From an optimization exercise on the open Yosys and OpenROAD flow, aimed at small area, a short achievable clock period and few clock cycles; shortcuts taken in it are not production practice.
Where RTL was checked, it was by simulation tests only, not by an equivalence proof against the original.
Power figures rest on the tool's default switching activity, not on a simulated workload.

Setup of old:
## simple_cpu
module simple_cpu (
    input clk,
    input rst_n,
    input instr_valid,
    input [15:0] instr,
    output instr_ready,
    input [7:0] mem_rdata,
    input mem_ready,
    output reg mem_req,
    output reg mem_we,
    output [7:0] mem_addr,
    output [7:0] mem_wdata,
    output reg done,
    output reg [3:0] flags   
);
  reg [7:0] regfile[0:7];
  reg x_alu;   
  reg x_fix;   
  reg [2:0] x_rd;
  reg [3:0] x_imm;
  reg c_add, c_sub, c_g, c_p, c_shl, c_shr;
  reg [7:0] opa;   
  reg [7:0] opb;   
  reg a_c4;   
  integer i;
  wire x_ld = mem_req & ~mem_we;
  wire mwait = mem_req & ~mem_ready;
  wire stall = x_fix | mwait;
  assign instr_ready = ~stall;
  wire accept = instr_valid & ~stall;
  assign mem_wdata = opa;
  assign mem_addr = {opb[7:4] + {3'b000, a_c4}, opb[3:0]};
  wire [7:0] bx = opb ^ {8{c_sub}};
  wire [7:0] p = opa ^ bx;
  wire [7:0] g = opa & bx;
  wire [7:0] g1, p1, g2, p2, g3, p3;
  genvar k;
  generate
    for (k = 0; k < 8; k = k + 1) begin : pfx
      if (k % 2 == 1) begin : l1a
        assign g1[k] = g[k] | (p[k] & g[k-1]);
        assign p1[k] = p[k] & p[k-1];
      end else begin : l1b
        assign g1[k] = g[k];
        assign p1[k] = p[k];
      end
      if (k % 4 >= 2) begin : l2a
        assign g2[k] = g1[k] | (p1[k] & g1[(k/4)*4+1]);
        assign p2[k] = p1[k] & p1[(k/4)*4+1];
      end else begin : l2b
        assign g2[k] = g1[k];
        assign p2[k] = p1[k];
      end
      if (k >= 4) begin : l3a
        assign g3[k] = g2[k] | (p2[k] & g2[3]);
        assign p3[k] = p2[k] & p2[3];
      end else begin : l3b
        assign g3[k] = g2[k];
        assign p3[k] = p2[k];
      end
    end
  endgenerate
  wire [7:0] cy = {g3[6:0] | (p3[6:0] & {7{c_sub}}), c_sub};
  wire [7:0] sum = p ^ cy;
  wire [2:0] rot = opb[2:0];
  wire [7:0] r1 = rot[0] ? {opa[6:0], opa[7]} : opa;
  wire [7:0] r2 = rot[1] ? {r1[5:0], r1[7:6]} : r1;
  wire [7:0] r3 = rot[2] ? {r2[3:0], r2[7:4]} : r2;
  reg [7:0] shmask;
  ...
For scale: ~910 cells after synthesis, roughly 100 flip-flops, roughly 52 I/O pins, roughly 6600 sq um of cells after synthesis.
==> module simple_cpu, before the edit <==
module simple_cpu (
    input clk,
    input rst_n,
    input instr_valid,
    input [15:0] instr,
    output instr_ready,
    input [7:0] mem_rdata,
    input mem_ready,
    output reg mem_req,
    output reg mem_we,
    output [7:0] mem_addr,
    output [7:0] mem_wdata,
    output reg done,
    output reg [3:0] flags   
);
  reg [7:0] regfile[0:7];
  reg x_alu;   
  reg x_fix;   
  reg [2:0] x_rd;
  reg [3:0] x_imm;
  reg c_add, c_sub, c_g, c_p, c_shl, c_shr;
  reg [7:0] opa;   
  reg [7:0] opb;   
  reg a_c4;   
  integer i;
  wire x_ld = mem_req & ~mem_we;
  wire mwait = mem_req & ~mem_ready;
  wire stall = x_fix | mwait;
  assign instr_ready = ~stall;
  wire accept = instr_valid & ~stall;
  assign mem_wdata = opa;
  assign mem_addr = {opb[7:4] + {3'b000, a_c4}, opb[3:0]};
  wire [7:0] bx = opb ^ {8{c_sub}};
  wire [7:0] p = opa ^ bx;
  wire [7:0] g = opa & bx;
  wire [7:0] g1, p1, g2, p2, g3, p3;
  genvar k;
  generate
    for (k = 0; k < 8; k = k + 1) begin : pfx
      if (k % 2 == 1) begin : l1a
        assign g1[k] = g[k] | (p[k] & g[k-1]);
        assign p1[k] = p[k] & p[k-1];
      end else begin : l1b
        assign g1[k] = g[k];
        assign p1[k] = p[k];
      end
      if (k % 4 >= 2) begin : l2a
        assign g2[k] = g1[k] | (p1[k] & g1[(k/4)*4+1]);
        assign p2[k] = p1[k] & p1[(k/4)*4+1];
      end else begin : l2b
        assign g2[k] = g1[k];
        assign p2[k] = p1[k];
      end
      if (k >= 4) begin : l3a
        assign g3[k] = g2[k] | (p2[k] & g2[3]);
        assign p3[k] = p2[k] & p2[3];
      end else begin : l3b
        assign g3[k] = g2[k];
        assign p3[k] = p2[k];
      end
    end
  endgenerate
  wire [7:0] cy = {g3[6:0] | (p3[6:0] & {7{c_sub}}), c_sub};
  wire [7:0] sum = p ^ cy;
  wire [2:0] rot = opb[2:0];
  wire [7:0] r1 = rot[0] ? {opa[6:0], opa[7]} : opa;
  wire [7:0] r2 = rot[1] ? {r1[5:0], r1[7:6]} : r1;
  wire [7:0] r3 = rot[2] ? {r2[3:0], r2[7:4]} : r2;
  reg [7:0] shmask;
  always @(*) begin
    for (i = 0; i < 8; i = i + 1)
      shmask[i] = (c_shl & (i >= rot)) | (c_shr & ((rot == 3'd0) | (i < rot)));
  end
  wire [7:0] alu_res = ({8{c_add}} & sum) | ({8{c_g}} & g) | ({8{c_p}} & p) |
                       (shmask & r3);
  wire [7:0] wr_val = alu_res | ({8{x_ld}} & mem_rdata);
  wire wr_en = x_alu | (x_ld & mem_ready);
  wire [3:0] i_op = instr[15:12];
  wire [2:0] i_rd = instr[11:9];
  wire [2:0] i_rs = instr[7:5];
  wire [3:0] i_imm = instr[3:0];
  wire i_alu = (i_op >= 4'h1) && (i_op <= 4'h8);
  wire i_mem = (i_op == 4'h9) || (i_op == 4'hA);
  wire i_immop = (i_op == 4'h6) || (i_op == 4'h7) || (i_op == 4'h8);
  wire [2:0] ra = i_rd;
  wire [2:0] rb = i_rs;
  wire [3:0] ri = i_imm;
  wire [7:0] ra_oh = 8'b1 << ra;
  wire [7:0] rb_oh = 8'b1 << rb;
  reg [7:0] rf_a, rf_b;
  always @(*) begin
    rf_a = 8'h00;
    rf_b = 8'h00;
    for (i = 0; i < 8; i = i + 1) begin
      rf_a = rf_a | ({8{ra_oh[i]}} & regfile[i]);
      rf_b = rf_b | ({8{rb_oh[i]}} & regfile[i]);
    end
  end
  wire [3:0] lp = rf_b[3:0] ^ ri;
  wire [3:0] lg = rf_b[3:0] & ri;
  wire lc1 = lg[0];
  wire lc2 = lg[1] | (lp[1] & lg[0]);
  wire lc3 = lg[2] | (lp[2] & lg[1]) | (lp[2] & lp[1] & lg[0]);
  wire lc4 = lg[3] | (lp[3] & lg[2]) | (lp[3] & lp[2] & lg[1]) | (lp[3] & lp[2] & lp[1] & lg[0]);
  wire [4:0] lo = {lc4, lp[3] ^ lc3, lp[2] ^ lc2, lp[1] ^ lc1, lp[0]};
  wire [4:0] lo_fix = {1'b0, opb[3:0]} + {1'b0, x_imm};
  wire fwd_a = wr_en && (x_rd == i_rd);
  wire hz_b = wr_en && (x_rd == i_rs);   
  wire fwd_b = hz_b && !i_immop;
  wire [2:0] i_rot = (i_op == 4'h8) ? 3'd0 - i_imm[2:0] : i_imm[2:0];
  wire [7:0] opb_rf = i_mem ? {rf_b[7:4], lo[3:0]} : (i_immop ? {4'h0, i_imm[3], i_rot} : rf_b);
  always @(posedge clk) begin
    c_add <= accept & ((i_op == 4'h1) || (i_op == 4'h2) || (i_op == 4'h6));
    c_sub <= accept & (i_op == 4'h2);
    c_g   <= accept & ((i_op == 4'h3) || (i_op == 4'h4));   
    c_p   <= accept & ((i_op == 4'h4) || (i_op == 4'h5));   
    c_shl <= accept & (i_op == 4'h7) & !i_imm[3];
    c_shr <= accept & (i_op == 4'h8) & !i_imm[3];
    opa <= ({8{stall}} & opa) | ({8{~stall & fwd_a}} & wr_val) | ({8{~stall & ~fwd_a}} & rf_a);
    opb <= ({8{mwait}} & opb) | ({8{x_fix}} & {opb[7:4], lo_fix[3:0]}) |
           ({8{~stall & fwd_b}} & wr_val) | ({8{~stall & ~fwd_b}} & opb_rf);
    a_c4 <= (mwait & a_c4) | (x_fix & lo_fix[4]) | (~stall & lo[4]);
    x_imm <= i_imm;   
    if (!stall) begin
      x_rd  <= i_rd;
      mem_we <= (i_op == 4'hA);
    end
  end
  always @(posedge clk or negedge rst_n) begin
    if (!rst_n) begin
      x_alu <= 1'b0;
      x_fix <= 1'b0;
      mem_req <= 1'b0;
      done <= 1'b0;
      flags <= 4'b0;
      for (i = 0; i < 8; i = i + 1) regfile[i] <= 8'h0;
    end else begin
      x_alu <= accept & i_alu;
      if (x_fix) begin
        x_fix <= 1'b0;
        mem_req <= 1'b1;
      end else if (!mwait) begin
        x_fix <= accept & i_mem & hz_b;
        mem_req <= accept & i_mem & ~hz_b;
      end
      if (accept && i_op == 4'hF) done <= 1'b1;
      if (wr_en) regfile[x_rd] <= wr_val;
      if (x_alu) begin
        flags[3] <= (alu_res == 8'h0);
        flags[2] <= alu_res[7];
      end
    end
  end
endmodule
export LEC_CHECK = 0
export ABC_AREA = 1
export CAP_MARGIN = 20
export CORE_MARGIN = 2
export CORE_UTILIZATION = 40
export CTS_BUF_LIST = sky130_fd_sc_hd__clkbuf_8
export CTS_CLUSTER_SIZE = 30
export SETUP_SLACK_MARGIN = 2.4
export SLEW_MARGIN = 20
create_clock -name core_clock -period 5.0 [get_ports {clk}]
standard.sh (not shown) runs the stock make flow with config.mk's settings and CLKGATE_MAP_FILE= SYNTH_SCRIPT=/design/flow/synth_recipe.tcl, a recipe that flattens the netlist after the stock synthesis.
==> flow/flow/run.sh <==
#!/bin/bash
# Standard layout, with plain buf_1 cells as the port buffers and resizing not
# held to each cell's footprint.
set -euo pipefail
bash standard.sh "BUFFER_PORTS_ARGS=-buffer_cell sky130_fd_sc_hd__buf_1" MATCH_CELL_FOOTPRINT=0 finish > make_finish.log 2>&1
old ran to completion and came out clean on the timing, DRC and antenna checks.
Testbench counts of old, summed over its fixed seeds: cycles 4,970.
diff inputs: old => new
-- flow/design.v --
<<< old, line 105
  wire [4:0] lo = {lc4, lp[3] ^ lc3, lp[2] ^ lc2, lp[1] ^ lc1, lp[0]};
  wire [4:0] lo_fix = {1'b0, opb[3:0]} + {1'b0, x_imm};
  wire fwd_a = wr_en && (x_rd == i_rd);
  wire hz_b = wr_en && (x_rd == i_rs);   
  wire fwd_b = hz_b && !i_immop;
  wire [2:0] i_rot = (i_op == 4'h8) ? 3'd0 - i_imm[2:0] : i_imm[2:0];
  wire [7:0] opb_rf = i_mem ? {rf_b[7:4], lo[3:0]} : (i_immop ? {4'h0, i_imm[3], i_rot} : rf_b);
  always @(posedge clk) begin
    c_add <= accept & ((i_op == 4'h1) || (i_op == 4'h2) || (i_op == 4'h6));
>>> new, line 105
  wire [4:0] lo = {lc4, lp[3] ^ lc3, lp[2] ^ lc2, lp[1] ^ lc1, lp[0]};
  wire [4:0] lo_fix = {1'b0, opb[3:0]} + {1'b0, x_imm};
  wire x_wr = x_alu | x_ld;
  wire fwd_a = x_wr && (x_rd == i_rd);
  wire hz_b = x_wr && (x_rd == i_rs);   
  wire fwd_b = hz_b && !i_immop;
  wire [2:0] i_rot = (i_op == 4'h8) ? 3'd0 - i_imm[2:0] : i_imm[2:0];
  wire s_fwd = ~stall & fwd_b;
  wire s_new = ~stall & ~fwd_b;
  wire s_lo = s_new & i_mem;
  wire s_imm = s_new & i_immop;
  wire s_rf = s_new & ~i_mem & ~i_immop;
  always @(posedge clk) begin
    c_add <= accept & ((i_op == 4'h1) || (i_op == 4'h2) || (i_op == 4'h6));
<<< old, line 119
    opa <= ({8{stall}} & opa) | ({8{~stall & fwd_a}} & wr_val) | ({8{~stall & ~fwd_a}} & rf_a);
    opb <= ({8{mwait}} & opb) | ({8{x_fix}} & {opb[7:4], lo_fix[3:0]}) |
           ({8{~stall & fwd_b}} & wr_val) | ({8{~stall & ~fwd_b}} & opb_rf);
    a_c4 <= (mwait & a_c4) | (x_fix & lo_fix[4]) | (~stall & lo[4]);
    x_imm <= i_imm;   
>>> new, line 124
    opa <= ({8{stall}} & opa) | ({8{~stall & fwd_a}} & wr_val) | ({8{~stall & ~fwd_a}} & rf_a);
    opb <= ({8{mwait}} & opb) | ({8{x_fix}} & {opb[7:4], lo_fix[3:0]}) |
           ({8{s_fwd}} & wr_val) | ({8{s_lo}} & {rf_b[7:4], lo[3:0]}) |
           ({8{s_imm}} & {4'h0, i_imm[3], i_rot}) | ({8{s_rf}} & rf_b);
    a_c4 <= (mwait & a_c4) | (x_fix & lo_fix[4]) | (~stall & lo[4]);
    x_imm <= i_imm;   
## What came out
In new, the non-clock buffer total of the final layout came out 20% above the value in old.
old vs new, most crowded layer after global routing: met1 vs met2
Delta (new minus old): worst hold slack now sits at about the same level; setup slack of the worst register-to-register path now sits lower.
Per the comparison of new with old, filler cell count in the final layout +36; area of all placed cells without fillers has increased; site row count rose by 2.2%; shortest clock period the worst path allows after layout grew by 0.012 ns; clock network power share decreased 1.2 points.
Comparing overall power of the completed layout for new and old, the bigger number came from new.
Of the two values seen for end point of the critical path, opb[3] was produced by new and instr_ready by old.
Only the layout flow was run in new; the RTL was not checked for function there.

==> separate check: timing with driven ports <==
Ports are ideal in the flow. The routed layouts listed here were re-timed in OpenROAD.
Step 1 assumes that a clkbuf_16 drives the clock port and a buf_2 every other input.
Step 2 adds t to the input delays and takes it off the output delays; t is the mean of the earliest and latest rising clock arrival at the registers after step 1. Input paths then give back, and output paths get back, about the clock's delay inside the block.
Three values: ideal, step 1, step 2; two values: the first two.
run | t, ns | slack for setup (ns) | worst register clock-pin slew, ns
old | 0.434 | 2.460 / 2.437 / 2.053 | 0.11 / 0.11
new | 0.415 | 2.448 / 2.426 / 2.011 | 0.11 / 0.11
After both steps setup and hold are still met in every run listed. For new, which loses most, drivers alone change the setup slack by -0.022 ns; drivers and shift together by -0.437 ns.
